This design comes from an exercise in tuning for small area and a short achievable clock period on the open sky130 flow, not from production work.
Function was checked by simulation only, so behaviour that the tests miss may differ from the original.

==> flow/design.v (outline; a module is shown in full before it is edited, if it fits) <==
// module FIR_Filter_16tap: 3027 lines
module FIR_Filter_16tap #(parameter N = 16)(
    input clk, reset, enable,
    input [N-1:0] data_in,
    output [31:0] data_out
);
  // ...
==> flow/flow/run.sh <==
#!/bin/bash
# Layout flow: the standard flow with its synthesis netlist replaced by a
# hand-built gate netlist of the same design (flow/hand.py), then
#  - flow/fixpol.py removes inverters around full adders (a full adder is
#    self-dual); the logic function is unchanged;
#  - timing repair aims at a tighter setup margin than the 16 ns clock needs;
#  - ports are buffered with buf_2, and the clock tree uses clkbuf_4/8 with
#    larger sink clusters and no dummy loads.
# The standard synthesis still runs first; if its registers (names and cell
# types) differ from the hand netlist's, its own netlist is kept instead.
set -euo pipefail
MARGIN=${MARGIN:-11.3}
CTS="-sink_clustering_enable -repair_clock_nets -dont_use_dummy_load -buf_list {sky130_fd_sc_hd__clkbuf_8} -sink_clustering_size 15 -sink_clustering_max_diameter 60"
R=orfs/results/sky130hd/FIR_Filter_16tap/base
bash standard.sh synth > make_synth.log 2>&1
cp $R/1_2_yosys.v std_synth.v
python3 flow/hand.py --pol alt --csC --x1c --cpaA bk -o hand.v > hand.log 2>&1
regs() { grep -o 'dfxtp_1 [^ ]*' "$1" | sort; }
if [[ "$(regs std_synth.v)" == "$(regs hand.v)" ]] && [[ $(regs hand.v | wc -l) -gt 0 ]]; then
  echo "using hand netlist" >> hand.log
  cp hand.v $R/1_2_yosys.v
else
  echo "register mismatch: keeping the standard netlist" >> hand.log
fi
python3 flow/fixpol.py $R/1_2_yosys.v > fixpol.log 2>&1
touch $R/1_2_yosys.v
bash standard.sh finish SETUP_SLACK_MARGIN=$MARGIN "BUFFER_PORTS_ARGS=-buffer_cell sky130_fd_sc_hd__buf_2" "CTS_ARGS=$CTS" > make_finish.log 2>&1
==> flow/flow/fixpol.py <==
#!/usr/bin/env python3
"""Remove inverters around full adders in a mapped sky130hd netlist.

A full adder is self-dual: FA(~a,~b,~c) = (~cout, ~sum).  Yosys' extract_fa
often leaves inverters between adders; this picks, for every fa cell, whether
it works on true or complemented signals so that as few inverters as
possible remain.  The logic function of the netlist is unchanged.
usage: fixpol.py netlist.v  (rewritten in place)
"""
import re, sys, os, collections, random

path = sys.argv[1]
text = open(path).read()
m = re.search(r'^module\s.*?^endmodule', text, re.S | re.M)
body = m.group(0)

cell_re = re.compile(r'^\s*(sky130_fd_sc_hd__\w+)\s+(\S+)\s*\((.*?)\);\s*$', re.S | re.M)
pin_re = re.compile(r'\.(\w+)\(\s*(.*?)\s*\)\s*(?:,|$)', re.S)
OUTPINS = {'X', 'Y', 'Q', 'Q_N', 'SUM', 'COUT', 'HI', 'LO'}

cells = []
for cm in cell_re.finditer(body):
    typ, name, pins = cm.group(1), cm.group(2), cm.group(3)
    pl = [(p, n.strip()) for p, n in pin_re.findall(pins.strip())]
    cells.append([typ, name, pl, cm.start(), cm.end()])

assigns = [(a.start(), a.end(), a.group(1).strip(), a.group(2).strip())
           for a in re.finditer(r'^\s*assign\s+(.*?)\s*=\s*(.*?)\s*;\s*$', body, re.M)]
ports = set()
for pm in re.finditer(r'^\s*(?:input|output|inout)\s+(?:\[[^\]]*\]\s*)?(.*?);', body, re.M):
    for n in pm.group(1).split(','):
        ports.add(n.strip())
def is_port(net):
    base = net.split('[')[0].strip()
    return base in ports or net in ports

inv_of = {}                      # inverter output net -> input net
inv_cells = set()
for i, c in enumerate(cells):
    if re.match(r'sky130_fd_sc_hd__inv_\d+$', c[0]):
        d = dict(c[2])
        if is_port(d['Y']):
            continue             # keep: drives a port
        inv_of[d['Y']] = d['A']
        inv_cells.add(i)

def resolve(n):
    pol = 0
    while n in inv_of:
        n = inv_of[n]; pol ^= 1
    return n, pol

driver_fa = {}                   # root net -> fa cell index
fas = [i for i, c in enumerate(cells) if re.match(r'sky130_fd_sc_hd__fa_\d+$', c[0])]
for i in fas:
    for p, n in cells[i][2]:
        if p in ('SUM', 'COUT'):
            driver_fa[n] = i

# consumers: (cell index or None, pin index or assign idx, root, pol, is_fa)
cons = []
for i, c in enumerate(cells):
    if i in inv_cells: continue
    isfa = i in driver_fa.values() or c[0].startswith('sky130_fd_sc_hd__fa_')
    for k, (p, n) in enumerate(c[2]):
        if p in OUTPINS: continue
        if not n or n.startswith("1'") or n.startswith("'"): continue
        r, pol = resolve(n)
        cons.append(('c', i, k, r, pol, isfa))
for k, (s, e, lhs, rhs) in enumerate(assigns):
    if rhs.startswith("1'") or rhs.startswith('{'): continue
    r, pol = resolve(rhs)
    cons.append(('a', k, None, r, pol, False))

flip = collections.defaultdict(int)
by_root = collections.defaultdict(list)
by_cell = collections.defaultdict(list)
for ci, cn in enumerate(cons):
    by_root[cn[3]].append(ci)
    if cn[0] == 'c' and cn[5]: by_cell[cn[1]].append(ci)

def parity(ci):
    kind, i, k, r, pol, isfa = cons[ci]
    p = pol ^ (flip[driver_fa[r]] if r in driver_fa else 0)
    if isfa: p ^= flip[i]
    return p
def root_cost(r):
    return 1 if any(parity(ci) for ci in by_root[r]) else 0
def fa_roots(i):
    rs = set(cons[ci][3] for ci in by_cell[i])
    for p, n in cells[i][2]:
        if p in ('SUM', 'COUT'): rs.add(n)
    return rs
def total():
    return sum(root_cost(r) for r in by_root)

before = total()
rng = random.Random(1)
roots_of = {i: fa_roots(i) for i in fas}
def delta(i):
    rs = roots_of[i]
    c0 = sum(root_cost(r) for r in rs)
    flip[i] ^= 1
    c1 = sum(root_cost(r) for r in rs)
    flip[i] ^= 1
    return c1 - c0
def greedy():
    improved = True
    while improved:
        improved = False
        for i in fas:
            if delta(i) < 0:
                flip[i] ^= 1; improved = True
greedy()
cur = total(); best = cur; bestflip = dict(flip)
if fas:
    T = 2.0
    steps = int(os.environ.get("FIXPOL_STEPS", "1000")) * len(fas)
    for step in range(steps):
        T = 2.0 * (1 - step / steps) + 0.05
        i = rng.choice(fas)
        d = delta(i)
        if d <= 0 or rng.random() < pow(2.718, -d / T):
            flip[i] ^= 1; cur += d
            if cur < best:
                best = cur; bestflip = dict(flip)
    flip.clear(); flip.update(bestflip)
    greedy()
after = total()

# rewrite
invnet = {}
newcells = []
def comp(r):
    if r not in invnet:
        invnet[r] = '_fixpol_%d_' % len(invnet)
    return invnet[r]
pinrep = {}
for ci, cn in enumerate(cons):
    kind, i, k, r, pol, isfa = cn
    net = comp(r) if parity(ci) else r
    pinrep[(kind, i, k)] = net

out = []
pos = 0
edits = []
for i, c in enumerate(cells):
    if i in inv_cells:
        edits.append((c[3], c[4], ''))
        continue
    pl = []
    for k, (p, n) in enumerate(c[2]):
        pl.append((p, pinrep.get(('c', i, k), n)))
    s = '  %s %s (\n%s\n  );' % (c[0], c[1], ',\n'.join('    .%s(%s)' % (p, n if not n.startswith('\\') else n + ' ') for p, n in pl))
    edits.append((c[3], c[4], s))
for k, (s, e, lhs, rhs) in enumerate(assigns):
    if ('a', k, None) in pinrep:
        n = pinrep[('a', k, None)]
        edits.append((s, e, '  assign %s = %s;' % (lhs, n if not n.startswith('\\') else n + ' ')))
edits.sort()
nb = []
for s, e, rep in edits:
    nb.append(body[pos:s]); nb.append(rep); pos = e
nb.append(body[pos:])
nb = ''.join(nb)
decl = ''.join('  wire %s;\n' % w for w in invnet.values())
invs = ''.join('  sky130_fd_sc_hd__inv_1 _fixpol_inv_%d_ (\n    .A(%s),\n    .Y(%s)\n  );\n' % (j, r if not r.startswith('\\') else r + ' ', w) for j, (r, w) in enumerate(invnet.items()))
nb = nb.replace('endmodule', decl + invs + 'endmodule')
# declarations must come before use for some readers: insert after the port list
hdr_end = nb.index(');') + 2
nb = nb[:hdr_end] + '\n' + decl + nb[hdr_end:].replace(decl + invs + 'endmodule', invs + 'endmodule')
open(path, 'w').write(text[:m.start()] + nb + text[m.end():])
print('fixpol: fa %d, inverters %d -> %d' % (len(fas), len(inv_cells), len(invnet)), file=sys.stderr)
==> flow/standard.sh <==
#!/bin/bash
# synth_recipe.tcl (not shown) runs the flow's synth.tcl, then flattens the netlist and writes it again
# the make line also repeats each setting of config.mk as NAME=value (left out here)
make -C /OpenROAD-flow-scripts/flow DESIGN_CONFIG=/design/flow/config.mk WORK_HOME=/design/flow/orfs CLKGATE_MAP_FILE= SYNTH_SCRIPT=/design/flow/synth_recipe.tcl "${@:-finish}"
==> flow/config.mk <==
export PLATFORM = sky130hd
export DESIGN_NAME = FIR_Filter_16tap
export DESIGN_NICKNAME = FIR_Filter_16tap
export VERILOG_FILES = /design/flow/design.v
export SDC_FILE = /design/flow/constraint.sdc
export NUM_CORES = 4
export LEC_CHECK = 0
export CAP_MARGIN = 20
export CORE_MARGIN = 2
export CORE_UTILIZATION = 80
export SLEW_MARGIN = 20
==> flow/constraint.sdc <==
create_clock -name core_clock -period 16.0 [get_ports {clk}]
set_input_delay 3.2000 -clock core_clock [delete_from_list [all_inputs] [get_ports {clk}]]
set_output_delay 3.2000 -clock core_clock [all_outputs]
set_load 0.01 [all_outputs]
Not shown: flow/flow/hand.py
==> out/results.txt, run 1 <==
Number of clock-tree buffers in the layout = 26
RSZ-0062 raised after global routing = false
Launching element type of the critical path = primary input
Global routing met1 resource utilization = 41.8%
Post-route clock skew = 0.0433 ns
Die span in x = 143 um
Sequential cell count = 325
Diode count = 0
Post-CTS Hold Fix Bufs = 0
Relative slew slack = 50.9%
Clock transition at path regs = 0.11 ns
Met2 Resource Use GR = 61.4%
Pre-antenna DRT Iters = 5
Synth warnings = 1
Number of filler cells placed in the layout = 753
Top library cells by usage in the layout, fill and taps aside = 325 x sky130_fd_sc_hd__dfxtp_1, 259 x sky130_fd_sc_hd__fa_1, 199 x sky130_fd_sc_hd__nand2_1
End of the worst hold path = xn12[9]
Least-Margin Pin Slew = 0.737 ns
First-pass GRT wire length = 52.9 mm
Area occupied by multi-input gates = 9060 um2
Worst stage delay on the critical path = 0.25 ns
List of cells traversed by the critical path = clkbuf_4 -> xor2_1 -> xor2_1 -> xnor2_1 -> nor2_1 -> nand2_1 -> o21ai_4 -> a21oi_2 -> buf_6 -> buf_4 -> nor2b_1 -> xor2_1 -> nor2_1
Initial cell density of the core = 80.8%
Non-clock buffer total of the final layout = 71
H-tree levels = 1
I/O pins = 51
Placed cell area = 16,200 um2
Layer with the highest usage = met2
Start point of the worst hold path = x11[9]
Mean instance size in the synthesized netlist = 11.5 um2
Die Ht = 143 um
Cell type taking the most area = multi-input gates
Share of the cycle needed by the critical path after routing = 30.1%
Max Transition Viols Final = 0
Run status = finished clean
==> run 2, diff against run 1 <==
--- a/flow/config.mk
+++ b/flow/config.mk
@@ -9,3 +9,3 @@
 export CORE_MARGIN = 2
-export CORE_UTILIZATION = 80
+export CORE_UTILIZATION = 62
 export SLEW_MARGIN = 20
==> run 2 against run 1 <==
Effect of this change:
- still clean
- sequential cell count unchanged
- count of clock-buffer cells in the layout up 3
- area after synthesis unchanged
- worst setup slack better by 0.16 ns
- largest cell class unchanged
==> out/results.txt, run 2 <==
Number of antenna violations at the first check in global routing = 0
DRC viols = 0
Number of port buffers = 43
Cell repeated most along the worst path = sky130_fd_sc_hd__nor2b_2
Launching element type of the critical path = primary input
Worst Setup Path Type = primary input to flop
Relative slew slack = 41.8% (-9.1 points)
RSZ-0062 raised after global routing = true
Path depth of the worst reg2reg path = 20
Logic depth of the worst path, buffers included = 10
Vias in the first global route = 9,655
Vias = 8,906
Total number of nets in the final design = 1,737
Register-to-Register Setup Slack = 11.58 ns
Post-route clock skew = 0.0522 ns (+0.00894 ns)
Max-cap violation count = 0
Most frequent standard cell in the layout excluding fill and tap cells = sky130_fd_sc_hd__dfxtp_1
Critical path peak fanout = 6
Critical Path End Type = flop
Final Setup Violations = 0
Remaining number of nets flagged by the antenna check after routing = 0
Clock transition at path regs = 0.09 ns (-0.02 ns)
Maximum number of pins on one net before global-route repair = 86
Post-synthesis cell area = 15,600 um2
Cts bufs inserted = 29
Setup TNS = 0 ns
Weighted congestion reported at the end of routability-driven placement = 0.796
Ratio of cells with drive above 1 in the final layout = 12.0%
Number of design-rule violations left by the first detailed-router iteration = 445
First-pass GRT wire length = 48.5 mm (-8.3%)
Post-CTS Hold Fix Bufs = 0 (unchanged)
Non-filler cells, final = 1,773
Kind of cell adding the most delay to the critical path = adder cells
Die span in x = 162 um (+13%)
List of cells traversed by the critical path = buf_2 -> maj3_1 -> maj3_2 -> xnor2_2 -> nor2b_2 -> nor2b_4 -> nor2b_2 -> a21oi_2 -> xor2_1 -> nor2_1
Clock tree from TritonCTS = built
CTS max path bufs = 3
Syn Inst Count = 1,352
Area occupied by multi-input gates = 9130 um2 (+0.70%)
Run status = finished clean
Num Clock Sinks = 325
Die ar. = 26,400 um2
Number of instances in the placed design = 1,723
Source-to-sink clock delay at the later pin of the worst-skew pair = 0.60 ns
Remaining global-route overflow = 0
Via-to-Cell Ratio = 5.02
Synthesized Nets = 1,638
Total routing usage reported by global routing = 23.6%
Number of filler cells placed in the layout = 1,828 (+140%)
Die Ht = 162 um (+13%)
Buffering stage count on the worst path with inverters included = 1
Area growth from synthesis to layout = 11.5%
Least-Margin Pin Slew = 0.873 ns (+0.136 ns)
Peak clock frequency supported by timing = 215 MHz
Area taken by flip-flops and latches = 6510 um2
Std-Cell Rows = 57
Required time at the endpoint of the critical path = 16.41 ns
Post-Route WL = 29.2 mm
Mean instance size in the synthesized netlist = 11.5 um2 (unchanged)
Hold crit path type = flop to flop
Endpoint arrival time on the critical path = 5.07 ns
Top library cells by usage in the layout, fill and taps aside = 325 x sky130_fd_sc_hd__dfxtp_1, 259 x sky130_fd_sc_hd__fa_1, 199 x sky130_fd_sc_hd__nand2_1
Pre-antenna DRT Iters = 4 (-1)
Synth warnings = 1 (unchanged)
Post-DR wirelength/cell = 16.5 um
I/O pins = 51 (unchanged)
H-tree levels = 1 (unchanged)
Worst stage delay on the critical path = 0.39 ns (+0.14 ns)
Max Transition Viols Final = 0 (unchanged)
Number of hold violations in the final report = 0
Largest registers in the final layout = Cs: 25 flops, y1: 25 flops, Cc: 19 flops
Share of the cycle needed by the critical path after routing = 29.1% (-0.99 points)
Minimum clock period after layout = 4.66 ns
Root Buffer = sky130_fd_sc_hd__clkbuf_8
Area of the core = 24,500 um2
Standard cell with the maximum stage delay on the critical path = sky130_fd_sc_hd__maj3_1
Instance count along the most critical hold path = 1
HPWL after detailed placement = 21.9 mm
Initial cell density of the core = 63.6% (-17 points)
Diode count = 0 (unchanged)
run 2: layer usage:
metal	global-route usage, %	up-vias	routed length, um
met5	0	-	0
met3	2.90	46	698
met2	40.1	91	14600
met4	4.83	0	686
met1	33.1	4541	13200
li1	-	4228	-
run 2: worst paths after layout:
kind	end	from
worst max register to register	y1[22]	y1[2]
worst min register to register	x5[4]	xn4[4]
worst min-delay path	x5[4]	xn4[4]
worst max-delay path	y1[22]	data_in[15]
run 2: per-stage QoR:
step / hold WS [ns] / instance area [um2] / setup slack, ns / utilization (%)
3_5_place_dp: 0.359 / 16200 / 9.76 / 66.3
3_3_place_gp: 0.354 / 16200 / 9.82 / 66.3
6_report: 0.371 / 17400 / 11.34 / 70.9
4_1_cts: 0.374 / 16800 / 11.25 / 68.8
5_1_grt: 0.388 / 17400 / 11.23 / 70.9
2_1_floorplan: 0.352 / 15600 / 8.35 / -
run 2: what timing repair did:
item / in CTS / in global routing
pin swaps: 9 / 31
setup endpoints to repair: 94 / 93
buffers inserted: 7 / 14
resized for setup: 39 / 91
run 2: worst reg2reg max path, cell delays in order, from the launching register on:
cell	delay (ns)
sky130_fd_sc_hd__dfxtp_1	0.39
sky130_fd_sc_hd__or2_1	0.26
sky130_fd_sc_hd__fa_1	0.44
sky130_fd_sc_hd__xnor2_2	0.28
sky130_fd_sc_hd__o21ai_0	0.19
sky130_fd_sc_hd__a21oi_2	0.20
sky130_fd_sc_hd__o21ai_4	0.10
sky130_fd_sc_hd__inv_1	0.14
sky130_fd_sc_hd__o21ai_4	0.08
sky130_fd_sc_hd__a21oi_2	0.20
sky130_fd_sc_hd__o21ai_1	0.09
sky130_fd_sc_hd__xnor2_1	0.17
sky130_fd_sc_hd__maj3_1	0.40
sky130_fd_sc_hd__maj3_2	0.34
sky130_fd_sc_hd__xnor2_2	0.17
sky130_fd_sc_hd__nor2b_2	0.16
sky130_fd_sc_hd__nor2b_4	0.22
sky130_fd_sc_hd__nor2b_2	0.18
sky130_fd_sc_hd__a21oi_2	0.07
sky130_fd_sc_hd__xor2_1	0.13
sky130_fd_sc_hd__nor2_1	0.05
run 2: final cells by class:
cell class	count	area share [%]
multi-input combinational	910	52.6
sequential	325	37.5
timing repair buffer	68	2.70
inverter	117	2.56
tap	324	2.34
clock buffer	29	2.30
==> run 3, diff against run 2 <==
--- a/flow/flow/run.sh
+++ b/flow/flow/run.sh
@@ -26,2 +26,2 @@
 touch $R/1_2_yosys.v
-bash standard.sh finish SETUP_SLACK_MARGIN=$MARGIN "BUFFER_PORTS_ARGS=-buffer_cell sky130_fd_sc_hd__buf_2" "CTS_ARGS=$CTS" > make_finish.log 2>&1
+bash standard.sh finish SETUP_SLACK_MARGIN=$MARGIN "BUFFER_PORTS_ARGS=-buffer_cell sky130_fd_sc_hd__buf_4" "CTS_ARGS=$CTS" > make_finish.log 2>&1
--- a/flow/config.mk
+++ b/flow/config.mk
@@ -9,3 +9,3 @@
 export CORE_MARGIN = 2
-export CORE_UTILIZATION = 62
+export CORE_UTILIZATION = 70
 export SLEW_MARGIN = 20
==> run 3 against run 2 <==
Effect of this change:
- synthesized cell count is the same
- sequential cell count is the same
- clock skew shrank 0.014 ns
- global-route usage grew 2.1 points
- non-clock buffer count shrank 3
- routed wire length shrank 3.0%
- count of clock-buffer cells in the layout shrank 2
- cell area shrank 0.96%
- hold slack lost 0.00071 ns
- worst setup slack lost 0.026 ns
- area after synthesis is the same
- critical path depth grew 2
- highest routed layer unchanged
==> out/results.txt, run 3 <==
Run status = finished clean
Routed metal-1 wire length = 12.5 mm (-4.9%)
Post-synthesis cell area = 15,600 um2 (unchanged)
Remaining number of nets flagged by the antenna check after routing = 0 (unchanged)
Source-to-sink clock delay at the later pin of the worst-skew pair = 0.58 ns (-0.02 ns)
Minimum clock period after layout = 4.68 ns (+0.0260 ns)
Pre-antenna DRT Iters = 4 (unchanged)
Top routing layer in use = met4
I/O pins = 51 (unchanged)
Vias = 8,835 (-0.80%)
Share of the cycle needed by the critical path after routing = 29.3% (+0.16 points)
Largest registers in the final layout = Cs: 25 flops, y1: 25 flops, Cc: 19 flops
Met3 routed wirelength = 852 um (+22%)
Critical R2R Capture = y1[23]
Top library cells by usage in the layout, fill and taps aside = 325 x sky130_fd_sc_hd__dfxtp_1, 259 x sky130_fd_sc_hd__fa_1, 200 x sky130_fd_sc_hd__nand2_1
Area taken by flip-flops and latches = 6510 um2 (unchanged)
Least-Margin Pin Slew = 0.759 ns (-0.113 ns)
Total number of nets in the final design = 1,732 (-0.29%)
Critical Path End Type = flop
Required time at the endpoint of the critical path = 16.42 ns (about the same)
Area growth from synthesis to layout = 10.4%
Most frequent standard cell in the layout excluding fill and tap cells = sky130_fd_sc_hd__dfxtp_1
Path depth of the worst reg2reg path = 20 (unchanged)
Mean instance size in the synthesized netlist = 11.5 um2 (unchanged)
Post-CTS Hold Fix Bufs = 0 (unchanged)
Number of port buffers = 43 (unchanged)
DR WL met2 = 14.5 mm (-1.2%)
Number of hold violations in the final report = 0 (unchanged)
Maximum number of pins on one net before global-route repair = 101 (+17%)
Syn Inst Count = 1,352 (unchanged)
Post-DR wirelength/cell = 16.4 um (-0.28%)
Peak clock frequency supported by timing = 214 MHz (-0.56%)
Endpoint arrival time on the critical path = 5.10 ns (+0.03 ns)
End of the worst hold path = xn12[8]
Die Ht = 153 um (-5.7%)
Number of design-rule violations left by the first detailed-router iteration = 365 (-18%)
Clock tree from TritonCTS = built
Number of filler cells placed in the layout = 1,405 (-23%)
Final core area utilization = 78.7% (+7.8 points)
RSZ-0062 raised after global routing = true
Die span in x = 153 um (-5.7%)
Cts bufs inserted = 27 (-6.9%)
Area occupied by multi-input gates = 9000 um2 (-1.4%)
Ratio of cells with drive above 1 in the final layout = 10.6% (-1.4 points)
Hold crit path type = flop to flop
Setup TNS = 0 ns (unchanged)
Clock transition at path regs = 0.09 ns (about the same)
Worst Setup Path Type = primary input to flop
Relative slew slack = 49.4% (+7.6 points)
Total routing usage reported by global routing = 25.6% (+2.1 points)
Initial cell density of the core = 71.3% (+7.7 points)
Remaining global-route overflow = 0 (unchanged)
Num Clock Sinks = 325 (unchanged)
Via-to-Cell Ratio = 5.12 (+2.0%)
Root Buffer = sky130_fd_sc_hd__clkbuf_8
Synthesized Nets = 1,638 (unchanged)
Vias in the first global route = 9,590 (-0.67%)
Post-route clock skew = 0.0380 ns (-0.0142 ns)
Max Transition Viols Final = 0 (unchanged)
H-tree levels = 1 (unchanged)
Synth warnings = 1 (unchanged)
Die ar. = 23,400 um2 (-11%)
Std-Cell Rows = 54 (-5.3%)
Post-Route WL = 28.3 mm (-3.0%)
Weighted congestion reported at the end of routability-driven placement = 0.825 (+3.6%)
CTS max path bufs = 3 (unchanged)
Origin of the critical flop-to-flop path = y1[2]
Start point of the worst hold path = x11[8]
Critical path peak fanout = 6 (unchanged)
Diode count = 0 (unchanged)
Instance count along the most critical hold path = 1 (unchanged)
DRC viols = 0 (unchanged)
Worst hold slack across all endpoints = 0.370 ns (-0.000715 ns)
Final Setup Violations = 0 (unchanged)
Launching element type of the critical path = primary input
Max-cap violation count = 0 (unchanged)
Number of antenna violations at the first check in global routing = 0 (unchanged)
Area of the core = 21,800 um2 (-11%)
HPWL after detailed placement = 21.6 mm (-1.4%)
Register-to-Register Setup Slack = 11.49 ns (-0.09 ns)
First-pass GRT wire length = 47.8 mm (-1.5%)
-- run 3: timing repair --
item,CTS,global route
pin swaps,6,24
gates resized for setup,32,60
setup buffers,5,14
setup endpoints to repair,41,103
-- run 3: worst max path at each step --
stage | from | end | slack (ns) | cells after the start
final | data_in[11] | y1[19] | 11.32 | 12
after global routing | y1[2] | y1[23] | 11.22 | 20
after CTS | data_in[5] | y1[22] | 11.29 | 12
after detailed placement | data_in[2] | y1[20] | 9.85 | 11
after global placement | data_in[2] | y1[22] | 9.88 | 11
after floorplan | enable | Cc[10] | 8.35 | 3
-- run 3: worst max-delay path, stage by stage --
cell and delay (ns):
sky130_fd_sc_hd__buf_4 0.15, sky130_fd_sc_hd__xor2_2 0.19, sky130_fd_sc_hd__xor2_2 0.20, sky130_fd_sc_hd__xnor2_2 0.30
sky130_fd_sc_hd__nor2_2 0.10, sky130_fd_sc_hd__a21oi_2 0.23, sky130_fd_sc_hd__o21ai_2 0.10, sky130_fd_sc_hd__a21oi_4 0.21
sky130_fd_sc_hd__buf_6 0.15, sky130_fd_sc_hd__o21bai_2 0.06, sky130_fd_sc_hd__xnor2_1 0.16, sky130_fd_sc_hd__nor2_1 0.05
-- run 3: routing by layer --
layer	global-route usage (%)	vias up
met2	43.5	106
met5	0	-
met3	3.23	38
met1	36.5	4473
li1	-	4218
met4	4.98	0
-- run 3: cell type report --
cell class	count	area share [%]
inverters	117	2.57
flip-flops and latches	325	37.9
multi-input cells	910	52.4
clock buffers	27	2.16
repair buffers	65	3.01
well taps	280	2.04
-- run 3: stage by stage --
step | cell area, um2 | setup slack, ns | cells
after floorplan | 15600 | 8.35 | 1352
after global placement | 16300 | 9.88 | 1678
after detailed placement | 16300 | 9.85 | 1678
after CTS | 16800 | 11.29 | 1710
after global routing | 17200 | 11.22 | 1724
final | 17200 | 11.32 | 1724
==> run 4, diff against run 3 <==
--- a/flow/config.mk
+++ b/flow/config.mk
@@ -9,3 +9,3 @@
 export CORE_MARGIN = 2
-export CORE_UTILIZATION = 70
+export CORE_UTILIZATION = 62
 export SLEW_MARGIN = 20
==> run 4 against run 3 <==
Effect of this change:
- cell area is 0.23% higher
- count of clock-buffer cells in the layout up 3
- global-route usage shrank 2.4 points
- clock skew grew 0.014 ns
- sequential share of layout area shrank 0.088 points
- via count rose by 0.62%
- register-to-register slack gained 0.10 ns
- first-iteration DRC count rose by 18%
==> out/results.txt, run 4 <==
Clock transition at path regs = 0.10 ns (about the same)
Peak clock frequency supported by timing = 215 MHz (+0.54%)
Worst hold slack across all endpoints = 0.364 ns (-0.00600 ns)
Initial cell density of the core = 63.6% (-7.7 points)
Total routing usage reported by global routing = 23.3% (-2.4 points)
Vias = 8,890 (+0.62%)
Via-to-Cell Ratio = 5.02 (-2.1%)
Pre-antenna DRT Iters = 4 (unchanged)
Weighted congestion reported at the end of routability-driven placement = 0.790 (-4.3%)
Worst Setup Path Type = primary input to flop
Required time at the endpoint of the critical path = 16.46 ns (+0.04 ns)
Max Transition Viols Final = 0 (unchanged)
Max-cap violation count = 0 (unchanged)
Worst slack, placed = 9.77 ns (-0.0832 ns)
Cts bufs inserted = 30 (+11%)
Number of filler cells placed in the layout = 1,866 (+33%)
Least-Margin Pin Slew = 0.915 ns (+0.156 ns)
Remaining number of nets flagged by the antenna check after routing = 0 (unchanged)
Remaining global-route overflow = 0 (unchanged)
Area growth from synthesis to layout = 10.6%
Top library cells by usage in the layout, fill and taps aside = 325 x sky130_fd_sc_hd__dfxtp_1, 259 x sky130_fd_sc_hd__fa_1, 199 x sky130_fd_sc_hd__nand2_1
Number of hold violations in the final report = 0 (unchanged)
Die ar. = 26,400 um2 (+13%)
Endpoint arrival time on the critical path = 5.12 ns (+0.02 ns)
DRC viols = 0 (unchanged)
Post-Route WL = 28.9 mm (+2.0%)
Cell repeated most along the worst path = sky130_fd_sc_hd__nor2_1
Summed area of non-filler cells in the final layout = 17,200 um2 (+0.23%)
Die Ht = 162 um (+6.1%)
Maximum number of pins on one net before global-route repair = 90 (-11%)
Share of the cycle needed by the critical path after routing = 29.1% (-0.16 points)
RSZ-0062 raised after global routing = true
Die span in x = 162 um (+6.1%)
Syn Inst Count = 1,352 (unchanged)
Post-DR wirelength/cell = 16.3 um (-0.75%)
Run status = finished clean
Clock tree from TritonCTS = built
Number of antenna violations at the first check in global routing = 0 (unchanged)
Post-synthesis cell area = 15,600 um2 (unchanged)
Number of design-rule violations left by the first detailed-router iteration = 432 (+18%)
Relative slew slack = 39.0% (-10 points)
Worst stage delay on the critical path = 0.41 ns (+0.11 ns)
Number of port buffers = 43 (unchanged)
I/O pins = 51 (unchanged)
Root Buffer = sky130_fd_sc_hd__clkbuf_8
Final core area utilization = 70.4% (-8.3 points)
Largest registers in the final layout = Cs: 25 flops, y1: 25 flops, Cc: 19 flops
Placed cell area = 16,300 um2 (+0.38%)
Source-to-sink clock delay at the later pin of the worst-skew pair = 0.61 ns (+0.03 ns)
Critical Path End Type = flop
Critical path peak fanout = 6 (unchanged)
Std-Cell Rows = 57 (+5.6%)
Hold crit path type = flop to flop
Final Setup Violations = 0 (unchanged)
Minimum clock period after layout = 4.66 ns (-0.0250 ns)
Setup TNS = 0 ns (unchanged)
H-tree levels = 1 (unchanged)
Mean instance size in the synthesized netlist = 11.5 um2 (unchanged)
Vias in the first global route = 9,532 (-0.60%)
Synthesized Nets = 1,638 (unchanged)
Most frequent standard cell in the layout excluding fill and tap cells = sky130_fd_sc_hd__dfxtp_1
Standard cell with the maximum stage delay on the critical path = sky130_fd_sc_hd__maj3_1
Diode count = 0 (unchanged)
CTS max path bufs = 3 (unchanged)
Worst-case setup margin in the final layout = 11.34 ns (+0.0250 ns)
Post-route clock skew = 0.0524 ns (+0.0144 ns)
Num Clock Sinks = 325 (unchanged)
Synth warnings = 1 (unchanged)
Area of the core = 24,500 um2 (+12%)
List of cells traversed by the critical path = buf_4 -> maj3_1 -> xnor2_2 -> nor2_1 -> a21oi_2 -> inv_1 -> a21oi_1 -> a21boi_0 -> xnor2_1 -> nor2_1
Ratio of cells with drive above 1 in the final layout = 10.4% (-0.17 points)
Total number of nets in the final design = 1,736 (+0.23%)
First-pass GRT wire length = 48.2 mm (+0.81%)
HPWL after detailed placement = 21.7 mm (+0.57%)
Launching element type of the critical path = primary input
-- run 4: cell types whose count changed in the layout (fill, tap and decap cells not counted), sizes merged --
cell	change
clkbuf	+3
buf	+1
-- run 4: final cells by class --
cell class              count  area (um2)  area share [%]
inverters                 117         444            2.58
flip-flops and latches    325        6510            37.8
clock buffers              30         413            2.40
well taps                 324         405            2.35
repair buffers             66         503            2.92
multi-input cells         910        8950            52.0
-- run 4: metal layers --
metal,GRT usage [%],vias to the layer above,wire (um)
met1,33.3,4499,13100
li1,-,4241,-
met5,0,-,0
met3,3.00,39,919
met2,38.8,111,14300
met4,4.79,0,591
-- run 4: final timing paths --
path | from | cells past startpoint | to | slack [ns]
min reg2reg | x9[15] | 1 | xn10[15] | 0.36
max | data_in[10] | 10 | y1[14] | 11.34
max reg2reg | y1[0] | 21 | y1[21] | 11.59
min | x9[15] | 1 | xn10[15] | 0.36
-- run 4: worst max-delay path: cells and delay by family --
family / cells / cell delay (ns)
AOI/OAI and AO/OA: 3 / 0.67
xor gates and xnor gates: 2 / 0.41
adders and majority gates: 1 / 0.41
buffers and inverters: 2 / 0.24
and+or+nand+nor: 2 / 0.18
-- run 4: metrics by stage --
stage | cells
finish | 1772
floorplan | 1352
CTS | 1758
detailed placement | 1723
global route | 1772
global placement | 1723
-- run 4: repair_timing --
item / 4_1_cts / 5_1_grt
endpoints found under the setup margin: 102 / 15
hold buffers: 0 / 0
pin swaps: 5 / 20
gates resized for setup: 27 / 54
buffers inserted: 5 / 14
hold endpoints to repair: 0 / 0
==> run 5, diff against run 4 <==
--- a/flow/config.mk
+++ b/flow/config.mk
@@ -9,3 +9,3 @@
 export CORE_MARGIN = 2
-export CORE_UTILIZATION = 62
+export CORE_UTILIZATION = 55
 export SLEW_MARGIN = 20
==> run 5 against run 4 <==
Effect of this change:
- fmax down 1.3%
- largest cell class unchanged
- register-to-register slack better by 0.03 ns
- die area rose by 12%
- via count shrank 1.5%
- still clean
==> out/results.txt, run 5 <==
Run status = finished clean
Total routing usage reported by global routing = 20.5% (-2.8 points)
I/O pins = 51 (unchanged)
Syn Inst Count = 1,352 (unchanged)
Hold crit path type = flop to flop
Clock tree from TritonCTS = built
Number of port buffers = 43 (unchanged)
Cell repeated most along the worst path = sky130_fd_sc_hd__xor2_1
Worst stage delay on the critical path = 0.32 ns (-0.09 ns)
Area of the core = 27,900 um2 (+14%)
Synthesized Nets = 1,638 (unchanged)
Critical path peak fanout = 6 (unchanged)
Die Ht = 172 um (+6.0%)
Share of the cycle needed by the critical path after routing = 29.5% (+0.37 points)
Num Clock Sinks = 325 (unchanged)
Mean instance size in the synthesized netlist = 11.5 um2 (unchanged)
Vias = 8,757 (-1.5%)
Top library cells by usage in the layout, fill and taps aside = 325 x sky130_fd_sc_hd__dfxtp_1, 259 x sky130_fd_sc_hd__fa_1, 199 x sky130_fd_sc_hd__nand2_1
Critical Path End Type = flop
Endpoint arrival time on the critical path = 5.16 ns (+0.04 ns)
Standard cell with the maximum stage delay on the critical path = sky130_fd_sc_hd__xor2_1
List of cells traversed by the critical path = buf_4 -> xor2_1 -> xor2_1 -> xnor2_2 -> o21ai_2 -> a21oi_2 -> o21ai_2 -> a21oi_4 -> inv_2 -> a21oi_2 -> xor2_1 -> nor2_1
Peak clock frequency supported by timing = 212 MHz (-1.3%)
Minimum clock period after layout = 4.72 ns (+0.0593 ns)
Clock transition at path regs = 0.09 ns (about the same)
RSZ-0062 raised after global routing = true
Number of hold violations in the final report = 0 (unchanged)
Synth warnings = 1 (unchanged)
Buffering stage count on the worst path with inverters included = 2 (unchanged)
Via-to-Cell Ratio = 4.80 (-4.3%)
Total number of nets in the final design = 1,733 (-0.17%)
Initial cell density of the core = 55.9% (-7.8 points)
DRC viols = 0 (unchanged)
H-tree levels = 1 (unchanged)
Post-synthesis cell area = 15,600 um2 (unchanged)
Relative slew slack = 47.5% (+8.5 points)
Die ar. = 29,700 um2 (+12%)
Least-Margin Pin Slew = 0.787 ns (-0.128 ns)
Max-cap violation count = 0 (unchanged)
Most frequent standard cell in the layout excluding fill and tap cells = sky130_fd_sc_hd__dfxtp_1
Post-DR wirelength/cell = 15.6 um (-4.5%)
Remaining number of nets flagged by the antenna check after routing = 0 (unchanged)
Diode count = 0 (unchanged)
Post-Route WL = 28.4 mm (-1.7%)
Vias in the first global route = 9,358 (-1.8%)
Ratio of cells with drive above 1 in the final layout = 10.4% (-0.048 points)
HPWL after detailed placement = 21.2 mm (-2.3%)
Area growth from synthesis to layout = 10.9%
Setup TNS = 0 ns (unchanged)
Launching element type of the critical path = primary input
Source-to-sink clock delay at the later pin of the worst-skew pair = 0.61 ns (about the same)
First-pass GRT wire length = 47.2 mm (-2.0%)
Root Buffer = sky130_fd_sc_hd__clkbuf_8
Largest registers in the final layout = Cs: 25 flops, y1: 25 flops, Cc: 19 flops
Max Transition Viols Final = 0 (unchanged)
Number of design-rule violations left by the first detailed-router iteration = 354 (-18%)
Number of antenna violations at the first check in global routing = 0 (unchanged)
Maximum number of pins on one net before global-route repair = 167 (+86%)
Cts bufs inserted = 29 (-3.3%)
Required time at the endpoint of the critical path = 16.45 ns (about the same)
Final core area utilization = 62.0% (-8.4 points)
Post-route clock skew = 0.0452 ns (-0.00725 ns)
Die span in x = 172 um (+6.0%)
Remaining global-route overflow = 0 (unchanged)
Pre-antenna DRT Iters = 4 (unchanged)
Worst Setup Path Type = primary input to flop
Kind of cell adding the most delay to the critical path = XOR/XNOR gates
CTS max path bufs = 3 (unchanged)
Final Setup Violations = 0 (unchanged)
Std-Cell Rows = 61 (+7.0%)
Weighted congestion reported at the end of routability-driven placement = 0.795 (+0.68%)
==> run 5: changes by cell type in the layout (fill, tap and decap cells not counted), moves of 3 or more <==
cell / previous run / this run
sky130_fd_sc_hd__buf_4: 64 / 59
sky130_fd_sc_hd__nor2_1: 176 / 173
sky130_fd_sc_hd__nor2_2: 4 / 7
sky130_fd_sc_hd__o21ai_1: 10 / 6
sky130_fd_sc_hd__o21ai_2: 4 / 9
sky130_fd_sc_hd__xor2_1: 43 / 48
sky130_fd_sc_hd__xor2_2: 9 / 4
==> run 5: routing by layer <==
layer  up-vias  routed length [um]  global-route usage (%)
met3        42                 668                    2.47
met4         0                 591                    4.31
li1       4227                   -                       -
met5         -                   0                       0
met1      4408               13000                    28.4
met2        80               14100                    35.0
==> run 5: metrics by stage <==
stage / setup WS, ns / instances / cell area (um2) / hold WS [ns]
floorplan: 8.35 / 1352 / 15600 / 0.352
global placement: 9.85 / 1775 / 16400 / 0.353
detailed placement: 9.79 / 1775 / 16400 / 0.355
CTS: 11.25 / 1810 / 17000 / 0.374
global route: 11.17 / 1823 / 17300 / 0.387
finish: 11.28 / 1823 / 17300 / 0.366
==> run 5: final timing paths <==
| kind | from | slack, ns | end | depth (start not counted) |
|---|---|---|---|---|
| worst max-delay path | data_in[9] | 11.28 | y1[20] | 12 |
| worst min-delay path | x11[15] | 0.37 | xn12[15] | 1 |
| worst max register to register | y1[0] | 11.62 | y1[22] | 21 |
| worst min register to register | x11[15] | 0.37 | xn12[15] | 1 |
==> run 5: final cells by class <==
type	instances	area (um2)
clock buffer	29	399
fill	2374	10600
inverter	117	447
multi-input combinational	910	8930
sequential	325	6510
tap	378	473
timing repair buffer	64	517
==> run 5: repair_timing <==
action / in CTS / in global routing
gates resized for setup: 26 / 58
hold buffers: 0 / 0
setup endpoints to repair: 71 / 70
setup buffers: 6 / 13
pin swaps: 5 / 33
cloned: 0 / 0
==> run 6, diff against run 5 <==
--- a/flow/flow/run.sh
+++ b/flow/flow/run.sh
@@ -11,3 +11,3 @@
 set -euo pipefail
-MARGIN=${MARGIN:-11.3}
+MARGIN=${MARGIN:-11}
 CTS="-sink_clustering_enable -repair_clock_nets -dont_use_dummy_load -buf_list {sky130_fd_sc_hd__clkbuf_8} -sink_clustering_size 15 -sink_clustering_max_diameter 60"
@@ -26,2 +26,2 @@
 touch $R/1_2_yosys.v
-bash standard.sh finish SETUP_SLACK_MARGIN=$MARGIN "BUFFER_PORTS_ARGS=-buffer_cell sky130_fd_sc_hd__buf_4" "CTS_ARGS=$CTS" > make_finish.log 2>&1
+bash standard.sh finish SETUP_SLACK_MARGIN=$MARGIN "BUFFER_PORTS_ARGS=-buffer_cell sky130_fd_sc_hd__buf_2" "CTS_ARGS=$CTS" > make_finish.log 2>&1
--- a/flow/flow/hand.py
+++ b/flow/flow/hand.py
@@ -522,3 +522,6 @@
     r.append('// Each sum is a full-adder tree and a parallel-prefix adder written out')
-    r.append('// gate by gate; reset or enable low clears every register (C to -KHI).')
+    if args.csC:
+        r.append('// gate by gate; reset or enable low clears every register (Cs to -K).')
+    else:
+        r.append('// gate by gate; reset or enable low clears every register (C to -KHI).')
     r.append('module FIR_Filter_16tap #(parameter N = 16)(')
--- a/flow/config.mk
+++ b/flow/config.mk
@@ -9,3 +9,3 @@
 export CORE_MARGIN = 2
-export CORE_UTILIZATION = 55
+export CORE_UTILIZATION = 70
 export SLEW_MARGIN = 20
==> run 6 against run 5 <==
Effect of this change:
- still clean on timing, DRC and antenna
- die area decreased by 21%
- area after synthesis did not move
- cell count shrank 6.0%
- largest cell class unchanged
- highest routed layer unchanged
==> out/results.txt, run 6 <==
Num Clock Sinks = 325 (unchanged)
Number of hold violations in the final report = 0 (unchanged)
Die span in x = 153 um (-11%)
Diode count = 0 (unchanged)
Required time at the endpoint of the critical path = 16.43 ns (-0.02 ns)
Max Transition Viols Final = 0 (unchanged)
Hold crit path type = flop to flop
Instance count along the most critical hold path = 1 (unchanged)
Worst stage delay on the critical path = 0.29 ns (-0.03 ns)
Launching element type of the critical path = primary input
Share of the cycle needed by the critical path after routing = 30.2% (+0.76 points)
Least-Margin Pin Slew = 1.05 ns (+0.260 ns)
Std-Cell Rows = 54 (-11%)
Source-to-sink clock delay at the later pin of the worst-skew pair = 0.59 ns (-0.02 ns)
First-pass GRT wire length = 48.4 mm (+2.5%)
Critical R2R Capture = y1[18]
Standard cell with the maximum stage delay on the critical path = sky130_fd_sc_hd__xor2_1
Area growth from synthesis to layout = 7.39%
Remaining global-route overflow = 0 (unchanged)
Worst Setup Path Type = primary input to flop
Number of design-rule violations left by the first detailed-router iteration = 374 (+5.6%)
RSZ-0062 raised after global routing = false
Area occupied by multi-input gates = 8740 um2 (-2.1%)
Area of the core = 21,800 um2 (-22%)
Relative slew slack = 30.2% (-17 points)
Endpoint arrival time on the critical path = 5.27 ns (+0.11 ns)
Via-to-Cell Ratio = 5.17 (+7.6%)
Synth warnings = 1 (unchanged)
Clock transition at path regs = 0.07 ns (-0.02 ns)
Number of filler cells placed in the layout = 1,435 (-40%)
Critical Path End Type = flop
Weighted congestion reported at the end of routability-driven placement = 0.824 (+3.6%)
DRC viols = 0 (unchanged)
Path depth of the worst reg2reg path = 21 (unchanged)
Critical path peak fanout = 6 (unchanged)
Die ar. = 23,400 um2 (-21%)
List of cells traversed by the critical path = buf_2 -> xor2_1 -> xor2_1 -> xnor2_2 -> o21ai_0 -> a21oi_2 -> o21ai_4 -> a21oi_4 -> inv_1 -> a21oi_1 -> xor2_1 -> nor2_1
Origin of the critical flop-to-flop path = y1[2]
H-tree levels = 1 (unchanged)
Run status = finished clean
Peak clock frequency supported by timing = 207 MHz (-2.5%)
Die Ht = 153 um (-11%)
CTS max path bufs = 3 (unchanged)
Ratio of cells with drive above 1 in the final layout = 7.04% (-3.3 points)
I/O pins = 51 (unchanged)
Buffering stage count on the worst path with inverters included = 2 (unchanged)
Initial cell density of the core = 71.3% (+15 points)
Largest registers in the final layout = Cs: 25 flops, y1: 25 flops, Cc: 19 flops
Area taken by flip-flops and latches = 6510 um2 (unchanged)
Pre-antenna DRT Iters = 4 (unchanged)
Total number of nets in the final design = 1,722 (-0.63%)
Post-Route WL = 28.0 mm (-1.4%)
Final core area utilization = 76.6% (+15 points)
Setup TNS = 0 ns (unchanged)
HPWL after detailed placement = 21.5 mm (+1.5%)
Clock tree from TritonCTS = built
Top library cells by usage in the layout, fill and taps aside = 325 x sky130_fd_sc_hd__dfxtp_1, 259 x sky130_fd_sc_hd__fa_1, 200 x sky130_fd_sc_hd__nand2_1
Vias = 8,859 (+1.2%)
Syn Inst Count = 1,352 (unchanged)
Synthesized Nets = 1,638 (unchanged)
Number of antenna violations at the first check in global routing = 0 (unchanged)
Mean instance size in the synthesized netlist = 11.5 um2 (unchanged)
Final Setup Violations = 0 (unchanged)
Post-CTS Hold Fix Bufs = 0 (unchanged)
Number of port buffers = 43 (unchanged)
Maximum number of pins on one net before global-route repair = 100 (-40%)
Post-DR wirelength/cell = 16.3 um (+4.9%)
Root Buffer = sky130_fd_sc_hd__clkbuf_8
Vias in the first global route = 9,754 (+4.2%)
Post-route clock skew = 0.0582 ns (+0.0130 ns)
End of the worst hold path = xn12[2]
Remaining number of nets flagged by the antenna check after routing = 0 (unchanged)
Max-cap violation count = 0 (unchanged)
Kind of cell adding the most delay to the critical path = compound AO/OA/AOI/OAI gates
Cts bufs inserted = 28 (-3.4%)
Logic depth of the worst path, buffers included = 12 (unchanged)
Start point of the worst hold path = x11[2]
Total routing usage reported by global routing = 25.7% (+5.3 points)
Cell repeated most along the worst path = sky130_fd_sc_hd__xor2_1
Most frequent standard cell in the layout excluding fill and tap cells = sky130_fd_sc_hd__dfxtp_1
Minimum clock period after layout = 4.84 ns (+0.122 ns)
Register-to-Register Setup Slack = 11.38 ns (-0.24 ns)
Post-synthesis cell area = 15,600 um2 (unchanged)
-- run 6: area by class of cell --
| type | instances | area share, % |
|---|---|---|
| Sequential cell | 325 | 38.9 |
| Tap cell | 280 | 2.10 |
| Clock buffer | 28 | 2.31 |
| Inverter | 117 | 2.64 |
| Timing Repair Buffer | 54 | 1.78 |
| Multi-Input combinational cell | 910 | 52.3 |
-- run 6: routing by layer --
| metal | routed length, um | global-route usage (%) | vias to the layer above | part of all wire (%) |
|---|---|---|---|---|
| met1 | 12300 | 36.1 | 4499 | 44 |
| li1 | - | - | 4204 | - |
| met5 | 0 | 0 | - | 0 |
| met4 | 514 | 5.25 | 0 | 1.8 |
| met3 | 855 | 3.15 | 41 | 3.1 |
| met2 | 14400 | 44.2 | 115 | 51 |
-- run 6: worst reg2reg max path, stage by stage, from the launching register on --
cell                      delay [ns]
sky130_fd_sc_hd__dfxtp_1        0.38
sky130_fd_sc_hd__or2_1          0.27
sky130_fd_sc_hd__fa_1           0.42
sky130_fd_sc_hd__xnor2_1        0.30
sky130_fd_sc_hd__o21ai_0        0.19
sky130_fd_sc_hd__a21oi_1        0.20
sky130_fd_sc_hd__o21ai_2        0.11
sky130_fd_sc_hd__buf_4          0.15
sky130_fd_sc_hd__buf_4          0.14
sky130_fd_sc_hd__a21oi_1        0.20
sky130_fd_sc_hd__o21ai_0        0.13
sky130_fd_sc_hd__xnor2_1        0.18
sky130_fd_sc_hd__maj3_1         0.43
sky130_fd_sc_hd__xnor2_2        0.19
sky130_fd_sc_hd__nor2_1         0.21
sky130_fd_sc_hd__nand2_1        0.10
sky130_fd_sc_hd__nor2_1         0.21
sky130_fd_sc_hd__a21oi_4        0.11
sky130_fd_sc_hd__buf_4          0.15
sky130_fd_sc_hd__o21ai_0        0.20
sky130_fd_sc_hd__xnor2_1        0.15
sky130_fd_sc_hd__nor2_1         0.06
-- run 6: what timing repair did --
item / CTS / global route
resized for setup: 7 / 19
pin swaps: 2 / 5
endpoints found under the setup margin: 15 / 9
gates cloned: 0 / 0
endpoints found under the hold margin: 0 / 0
buffers inserted: 3 / 5
-- run 6: worst max-delay path by stage --
stage | end | start
global route | y1[22] | data_in[4]
floorplan | Cc[10] | enable
global placement | y1[22] | data_in[3]
CTS | y1[20] | data_in[3]
detailed placement | y1[20] | data_in[3]
finish | y1[20] | data_in[4]
-- run 6: metrics by stage --
step	hold slack (ns)	cells	setup slack, ns	cell area [um2]
6_report	0.363	1714	11.16	16700
5_1_grt	0.391	1714	10.99	16700
4_1_cts	0.365	1709	11.00	16600
3_5_place_dp	0.355	1678	9.76	16200
3_3_place_gp	0.353	1678	9.88	16200
2_1_floorplan	0.352	1352	8.35	15600
==> run 7, diff against run 6 <==
--- a/flow/flow/run.sh
+++ b/flow/flow/run.sh
@@ -2,12 +2,17 @@
 # Layout flow: the standard flow with its synthesis netlist replaced by a
-# hand-built gate netlist of the same design (flow/hand.py), then
+# hand-built gate netlist of the same design (flow/hand.py, the script that
+# also wrote rtl/fir_filter_16tap.v, so registers and adder structure match
+# the RTL one for one), then
 #  - flow/fixpol.py removes inverters around full adders (a full adder is
 #    self-dual); the logic function is unchanged;
-#  - timing repair aims at a tighter setup margin than the 16 ns clock needs;
-#  - ports are buffered with buf_2, and the clock tree uses clkbuf_4/8 with
-#    larger sink clusters and no dummy loads.
+#  - timing repair aims at a setup margin of 11.3 ns (about a 4.7 ns period)
+#    instead of the bare 16 ns clock;
+#  - ports are buffered with buf_4 cells, and the clock tree uses clkbuf_8
+#    cells, sink clusters of 15 and no dummy loads.
 # The standard synthesis still runs first; if its registers (names and cell
 # types) differ from the hand netlist's, its own netlist is kept instead.
+# Logs: make_synth.log, hand.log, fixpol.log, make_finish.log here, and the
+# ORFS logs under orfs/logs.
 set -euo pipefail
-MARGIN=${MARGIN:-11}
+MARGIN=${MARGIN:-11.3}
 CTS="-sink_clustering_enable -repair_clock_nets -dont_use_dummy_load -buf_list {sky130_fd_sc_hd__clkbuf_8} -sink_clustering_size 15 -sink_clustering_max_diameter 60"
@@ -26,2 +31,2 @@
 touch $R/1_2_yosys.v
-bash standard.sh finish SETUP_SLACK_MARGIN=$MARGIN "BUFFER_PORTS_ARGS=-buffer_cell sky130_fd_sc_hd__buf_2" "CTS_ARGS=$CTS" > make_finish.log 2>&1
+bash standard.sh finish SETUP_SLACK_MARGIN=$MARGIN "BUFFER_PORTS_ARGS=-buffer_cell sky130_fd_sc_hd__buf_4" "CTS_ARGS=$CTS" > make_finish.log 2>&1
--- a/flow/config.mk
+++ b/flow/config.mk
@@ -9,3 +9,4 @@
 export CORE_MARGIN = 2
-export CORE_UTILIZATION = 70
+export CORE_UTILIZATION = 62
+export PLACE_DENSITY = 0.75
 export SLEW_MARGIN = 20
==> run 7 against run 6 <==
Effect of this change:
- still clean
- routed wire length rose by 4.8%
- global-route usage fell by 2.1 points
- first-iteration DRC count rose by 30%
- die area rose by 13%
- count of clock-buffer cells in the layout rose by 1
- cell count rose by 3.6%
- critical endpoint is now y1[17]
- largest cell class unchanged
==> out/results.txt, run 7 <==
Register-to-Register Setup Slack = 11.48 ns (+0.10 ns)
Number of design-rule violations left by the first detailed-router iteration = 488 (+30%)
Top library cells by usage in the layout, fill and taps aside = 325 x sky130_fd_sc_hd__dfxtp_1, 259 x sky130_fd_sc_hd__fa_1, 198 x sky130_fd_sc_hd__nand2_1
I/O pins = 51 (unchanged)
Die span in x = 162 um (+6.1%)
Clock tree from TritonCTS = built
Remaining global-route overflow = 0 (unchanged)
Non-filler cells, final = 1,776 (+3.6%)
Area growth from synthesis to layout = 11.1%
Number of port buffers = 43 (unchanged)
Critical Path End Type = flop
Post-DR wirelength/cell = 16.5 um (+1.1%)
Start point of the worst hold path = x11[11]
CTS max path bufs = 3 (unchanged)
Max-cap violation count = 0 (unchanged)
Post-Route WL = 29.3 mm (+4.8%)
Worst slack, placed = 9.70 ns (-0.0565 ns)
Source-to-sink clock delay at the later pin of the worst-skew pair = 0.60 ns (about the same)
Worst-case setup margin in the final layout = 11.19 ns (+0.0306 ns)
Run status = finished clean
Path depth of the worst reg2reg path = 21 (unchanged)
Standard cell with the maximum stage delay on the critical path = sky130_fd_sc_hd__xor2_1
H-tree levels = 1 (unchanged)
Syn Inst Count = 1,352 (unchanged)
Share of the cycle needed by the critical path after routing = 30.0% (-0.19 points)
Initial cell density of the core = 63.6% (-7.7 points)
Least-Margin Pin Slew = 0.803 ns (-0.244 ns)
Capture point of the critical path = y1[17]
Critical R2R Capture = y1[22]
Final core area utilization = 70.7% (-5.9 points)
Std-Cell Rows = 57 (+5.6%)
List of cells traversed by the critical path = buf_4 -> xor2_1 -> xor2_1 -> xnor2_2 -> o21ai_1 -> a21oi_2 -> o21ai_4 -> a21oi_4 -> buf_6 -> buf_6 -> nor2b_4 -> xor2_1 -> nor2_1
Post-synthesis cell area = 15,600 um2 (unchanged)
Critical path peak fanout = 6 (unchanged)
Post-route clock skew = 0.0451 ns (-0.0130 ns)
Required time at the endpoint of the critical path = 16.43 ns (about the same)
Root Buffer = sky130_fd_sc_hd__clkbuf_8
Remaining number of nets flagged by the antenna check after routing = 0 (unchanged)
Number of instances in the placed design = 1,722 (+2.6%)
RSZ-0062 raised after global routing = true
Number of hold violations in the final report = 0 (unchanged)
Total number of nets in the final design = 1,740 (+1.0%)
Largest registers in the final layout = Cs: 25 flops, y1: 25 flops, Cc: 19 flops
First-pass GRT wire length = 49.0 mm (+1.3%)
Ratio of cells with drive above 1 in the final layout = 10.5% (+3.5 points)
Buffering stage count on the worst path with inverters included = 3 (+1)
Relative slew slack = 46.5% (+16 points)
Die Ht = 162 um (+6.1%)
Pre-antenna DRT Iters = 5 (+1)
Total routing usage reported by global routing = 23.6% (-2.1 points)
DRC viols = 0 (unchanged)
Cts bufs inserted = 29 (+3.6%)
Die ar. = 26,400 um2 (+13%)
Vias = 9,054 (+2.2%)
Area of the core = 24,500 um2 (+12%)
Vias in the first global route = 9,851 (+0.99%)
Clock transition at path regs = 0.09 ns (+0.02 ns)
Setup TNS = 0 ns (unchanged)
Synth warnings = 1 (unchanged)
Worst Setup Path Type = primary input to flop
Origin of the critical flop-to-flop path = y1[0]
Number of filler cells placed in the layout = 1,741 (+21%)
Launch point of the worst path = data_in[7]
Final Setup Violations = 0 (unchanged)
Endpoint arrival time on the critical path = 5.24 ns (-0.03 ns)
Kind of cell adding the most delay to the critical path = XOR/XNOR gates
HPWL after detailed placement = 21.7 mm (+0.71%)
Hold crit path type = flop to flop
Via-to-Cell Ratio = 5.10 (-1.4%)
Weighted congestion reported at the end of routability-driven placement = 0.837 (+1.7%)
Max Transition Viols Final = 0 (unchanged)
Diode count = 0 (unchanged)
Launching element type of the critical path = primary input
Peak clock frequency supported by timing = 208 MHz (+0.64%)
Mean instance size in the synthesized netlist = 11.5 um2 (unchanged)
Minimum clock period after layout = 4.81 ns (-0.0306 ns)
Maximum number of pins on one net before global-route repair = 99 (-1.0%)
Most frequent standard cell in the layout excluding fill and tap cells = sky130_fd_sc_hd__dfxtp_1
Synthesized Nets = 1,638 (unchanged)
Worst stage delay on the critical path = 0.32 ns (+0.03 ns)
Num Clock Sinks = 325 (unchanged)
Logic depth of the worst path, buffers included = 13 (+1)
Number of antenna violations at the first check in global routing = 0 (unchanged)
Cell repeated most along the worst path = sky130_fd_sc_hd__xor2_1
==> run 7: timing repair <==
action | in CTS | in global routing
endpoints found under the setup margin | 32 | 109
hold endpoints to repair | 0 | 0
pin swaps | 7 | 24
gates resized for setup | 35 | 54
setup buffers | 9 | 16
hold buffers | 0 | 0
==> run 7: area by class of cell <==
class                      instances  area, um2  share of cell area, %
multi-input combinational        910       8970                   51.8
clock buffer                      29        399                   2.31
tap                              324        405                   2.34
inverter                         117        442                   2.55
sequential                       325       6510                   37.6
timing repair buffer              71        576                   3.33
==> run 7: layer usage <==
layer	vias to the layer above	share of wire [%]	track usage, %	routed length, um
li1	4245	-	-	-
met1	4608	43	32.5	12700
met5	-	0	0	0
met2	156	51	40.8	15000
met3	45	3.4	3.06	993
met4	0	2.1	4.99	617
==> run 7: worst min path at each step <==
stage	endpoint	slack, ns	cells after the start
after floorplan	xn12[0]	0.35	1
after global placement	xn12[4]	0.35	1
after detailed placement	xn12[4]	0.36	1
after CTS	xn12[11]	0.35	1
after global routing	xn12[11]	0.37	1
final	xn12[11]	0.34	1
==> run 7: metrics by stage <==
step,hold WS [ns],instance area [um2]
finish,0.345,17300
floorplan,0.352,15600
detailed placement,0.357,16300
global route,0.373,17300
global placement,0.353,16300
CTS,0.352,16900
==> run 8, diff against run 7 <==
--- a/flow/config.mk
+++ b/flow/config.mk
@@ -10,3 +10,2 @@
 export CORE_UTILIZATION = 62
-export PLACE_DENSITY = 0.75
 export SLEW_MARGIN = 20
==> run 8 against run 7 <==
Effect of this change:
- cell count down 0.23%
- sequential cell count unchanged
- register-to-register slack better by 0.11 ns
- cell area is 0.40% lower
- count of clock-buffer cells in the layout rose by 1
- critical path type unchanged
- global-route usage decreased by 0.34 points
- largest cell class unchanged
- critical endpoint is now y1[14]
- via count down 1.8%
- still clean on timing, DRC and antenna
- worst setup slack better by 0.15 ns
==> out/results.txt, run 8 <==
Ratio of cells with drive above 1 in the final layout = 10.4% (-0.11 points)
Syn Inst Count = 1,352 (unchanged)
Worst stage delay on the critical path = 0.41 ns (+0.09 ns)
Remaining number of nets flagged by the antenna check after routing = 0 (unchanged)
Max-cap violation count = 0 (unchanged)
Area of the core = 24,500 um2 (unchanged)
Peak clock frequency supported by timing = 215 MHz (+3.2%)
Die span in x = 162 um (unchanged)
Buffering stage count on the worst path with inverters included = 2 (-1)
H-tree levels = 1 (unchanged)
Run status = finished clean
Diode count = 0 (unchanged)
Pre-antenna DRT Iters = 4 (-1)
Remaining global-route overflow = 0 (unchanged)
Critical R2R Capture = y1[21]
Hold crit path type = flop to flop
First-pass GRT wire length = 48.2 mm (-1.7%)
Synth warnings = 1 (unchanged)
Number of port buffers = 43 (unchanged)
Launching element type of the critical path = primary input
Top library cells by usage in the layout, fill and taps aside = 325 x sky130_fd_sc_hd__dfxtp_1, 259 x sky130_fd_sc_hd__fa_1, 199 x sky130_fd_sc_hd__nand2_1
Die ar. = 26,400 um2 (unchanged)
Std-Cell Rows = 57 (unchanged)
Vias = 8,890 (-1.8%)
Die Ht = 162 um (unchanged)
Final Setup Violations = 0 (unchanged)
Post-synthesis cell area = 15,600 um2 (unchanged)
Total number of nets in the final design = 1,736 (-0.23%)
Standard cell with the maximum stage delay on the critical path = sky130_fd_sc_hd__maj3_1
Origin of the critical flop-to-flop path = y1[0]
Number of hold violations in the final report = 0 (unchanged)
Clock transition at path regs = 0.10 ns (about the same)
Source-to-sink clock delay at the later pin of the worst-skew pair = 0.61 ns (about the same)
Worst slack, placed = 9.77 ns (+0.0656 ns)
Share of the cycle needed by the critical path after routing = 29.1% (-0.94 points)
Instance count along the most critical hold path = 1 (unchanged)
Post-route clock skew = 0.0524 ns (+0.00727 ns)
Setup TNS = 0 ns (unchanged)
Relative slew slack = 39.0% (-7.5 points)
End of the worst hold path = xn10[15]
Critical Path End Type = flop
Total routing usage reported by global routing = 23.3% (-0.34 points)
List of cells traversed by the critical path = buf_4 -> maj3_1 -> xnor2_2 -> nor2_1 -> a21oi_2 -> inv_1 -> a21oi_1 -> a21boi_0 -> xnor2_1 -> nor2_1
CTS max path bufs = 3 (unchanged)
Mean instance size in the synthesized netlist = 11.5 um2 (unchanged)
Worst Setup Path Type = primary input to flop
Most frequent standard cell in the layout excluding fill and tap cells = sky130_fd_sc_hd__dfxtp_1
Max Transition Viols Final = 0 (unchanged)
Number of antenna violations at the first check in global routing = 0 (unchanged)
Post-DR wirelength/cell = 16.3 um (-1.3%)
Cell repeated most along the worst path = sky130_fd_sc_hd__nor2_1
Synthesized Nets = 1,638 (unchanged)
Via-to-Cell Ratio = 5.02 (-1.6%)
Least-Margin Pin Slew = 0.915 ns (+0.113 ns)
Register-to-Register Setup Slack = 11.59 ns (+0.11 ns)
Root Buffer = sky130_fd_sc_hd__clkbuf_8
Vias in the first global route = 9,532 (-3.2%)
Post-Route WL = 28.9 mm (-1.5%)
Clock tree from TritonCTS = built
I/O pins = 51 (unchanged)
HPWL after detailed placement = 21.7 mm (+0.14%)
Logic depth of the worst path, buffers included = 10 (-3)
DRC viols = 0 (unchanged)
Final core area utilization = 70.4% (-0.29 points)
Num Clock Sinks = 325 (unchanged)
Number of filler cells placed in the layout = 1,866 (+7.2%)
Critical path peak fanout = 6 (unchanged)
Path depth of the worst reg2reg path = 21 (unchanged)
Start point of the worst hold path = x9[15]
run 8: cell count changes in the layout (fill, tap and decap cells not counted), moves of 3 or more:
cell	change
sky130_fd_sc_hd__o21ai_0	-3
sky130_fd_sc_hd__buf_6	-6
sky130_fd_sc_hd__xnor2_2	+3
sky130_fd_sc_hd__nor2_2	+3
sky130_fd_sc_hd__o21ai_1	+4
run 8: layout make-up:
class	count	area, um2	area share [%]
repair buffers	66	503	2.92
flip-flops and latches	325	6510	37.8
multi-input cells	910	8950	52.0
inverters	117	444	2.58
clock buffers	30	413	2.40
well taps	324	405	2.35
run 8: how the worst max path moves through the flow:
stage	from	endpoint	slack [ns]
floorplan	enable	Cc[10]	8.35
global placement	data_in[2]	y1[20]	9.82
detailed placement	data_in[2]	y1[22]	9.77
CTS	data_in[12]	y1[22]	11.32
global route	data_in[2]	y1[12]	11.22
finish	data_in[10]	y1[14]	11.34
run 8: worst register-to-register path: stages, from the launching register on:
cell	delay, ns
sky130_fd_sc_hd__dfxtp_1	0.37
sky130_fd_sc_hd__or2_1	0.27
sky130_fd_sc_hd__xnor2_1	0.13
sky130_fd_sc_hd__inv_1	0.06
sky130_fd_sc_hd__fa_1	0.57
sky130_fd_sc_hd__nor2_4	0.06
sky130_fd_sc_hd__a21oi_4	0.26
sky130_fd_sc_hd__o21ai_4	0.12
sky130_fd_sc_hd__inv_1	0.13
sky130_fd_sc_hd__o21ai_4	0.08
sky130_fd_sc_hd__a21oi_2	0.20
sky130_fd_sc_hd__o21ai_1	0.09
sky130_fd_sc_hd__xnor2_1	0.17
sky130_fd_sc_hd__maj3_1	0.40
sky130_fd_sc_hd__maj3_2	0.33
sky130_fd_sc_hd__xnor2_1	0.16
sky130_fd_sc_hd__nor2b_1	0.18
sky130_fd_sc_hd__nor2b_4	0.22
sky130_fd_sc_hd__nand2_1	0.07
sky130_fd_sc_hd__o21ai_1	0.19
sky130_fd_sc_hd__xnor2_1	0.15
sky130_fd_sc_hd__nor2_1	0.07
run 8: through the flow:
step | hold slack, ns | instance area, um2 | cells
after floorplan | 0.352 | 15600 | 1352
after global routing | 0.378 | 17200 | 1772
final | 0.364 | 17200 | 1772
after CTS | 0.364 | 16900 | 1758
after detailed placement | 0.355 | 16300 | 1723
after global placement | 0.353 | 16300 | 1723
run 8: timing repair:
action / 4_1_cts / 5_1_grt
hold buffers: 0 / 0
gates resized for setup: 27 / 54
pin swaps: 5 / 20
endpoints found under the setup margin: 102 / 15
buffers inserted: 5 / 14
run 8: per-layer routing:
layer / routed length, um / vias up / part of all wire [%] / GRT usage [%]
li1: - / 4241 / - / -
met1: 13100 / 4499 / 45 / 33.3
met2: 14300 / 111 / 50 / 38.8
met3: 919 / 39 / 3.2 / 3.00
met4: 591 / 0 / 2.0 / 4.79
met5: 0 / - / 0 / 0

==> afterwards: timing with drivers on the ports <==
The flow's constraints put no driver on any port. The routed layouts listed below were extracted and timed again, unchanged, in two steps. Step 1 assumes that a clkbuf_16 drives the clock port and a buf_2 every other input. Step 2 moves the port delays by t, midway between the first and last clock arrival at a register: inputs arrive t later, outputs are due t later. That takes back most of the time a late clock gives input paths. Three values: no drivers, after step 1, after step 2; two values: the first two.
run | t (ns) | slack for setup (ns) | worst setup path at the end
run 1 | 0.640 | 11.187 / 11.197 / 10.563 | input to register
run 2 | 0.616 | 11.345 / 11.361 / 10.745 | input to register
run 3 | 0.606 | 11.319 / 11.342 / 10.736 | input to register
run 4 | 0.630 | 11.344 / 11.372 / 10.742 | input to register
run 5 | 0.629 | 11.285 / 11.306 / 10.677 | input to register
run 6 | 0.609 | 11.162 / 11.186 / 10.577 | input to register
run 7 | 0.624 | 11.193 / 11.215 / 10.591 | input to register
run 8 | 0.630 | 11.344 / 11.372 / 10.742 | input to register
After both steps every run listed still meets setup and hold. The setup slack of run 1, which loses most, moves by +0.010 ns with the drivers and by -0.624 ns with both steps.
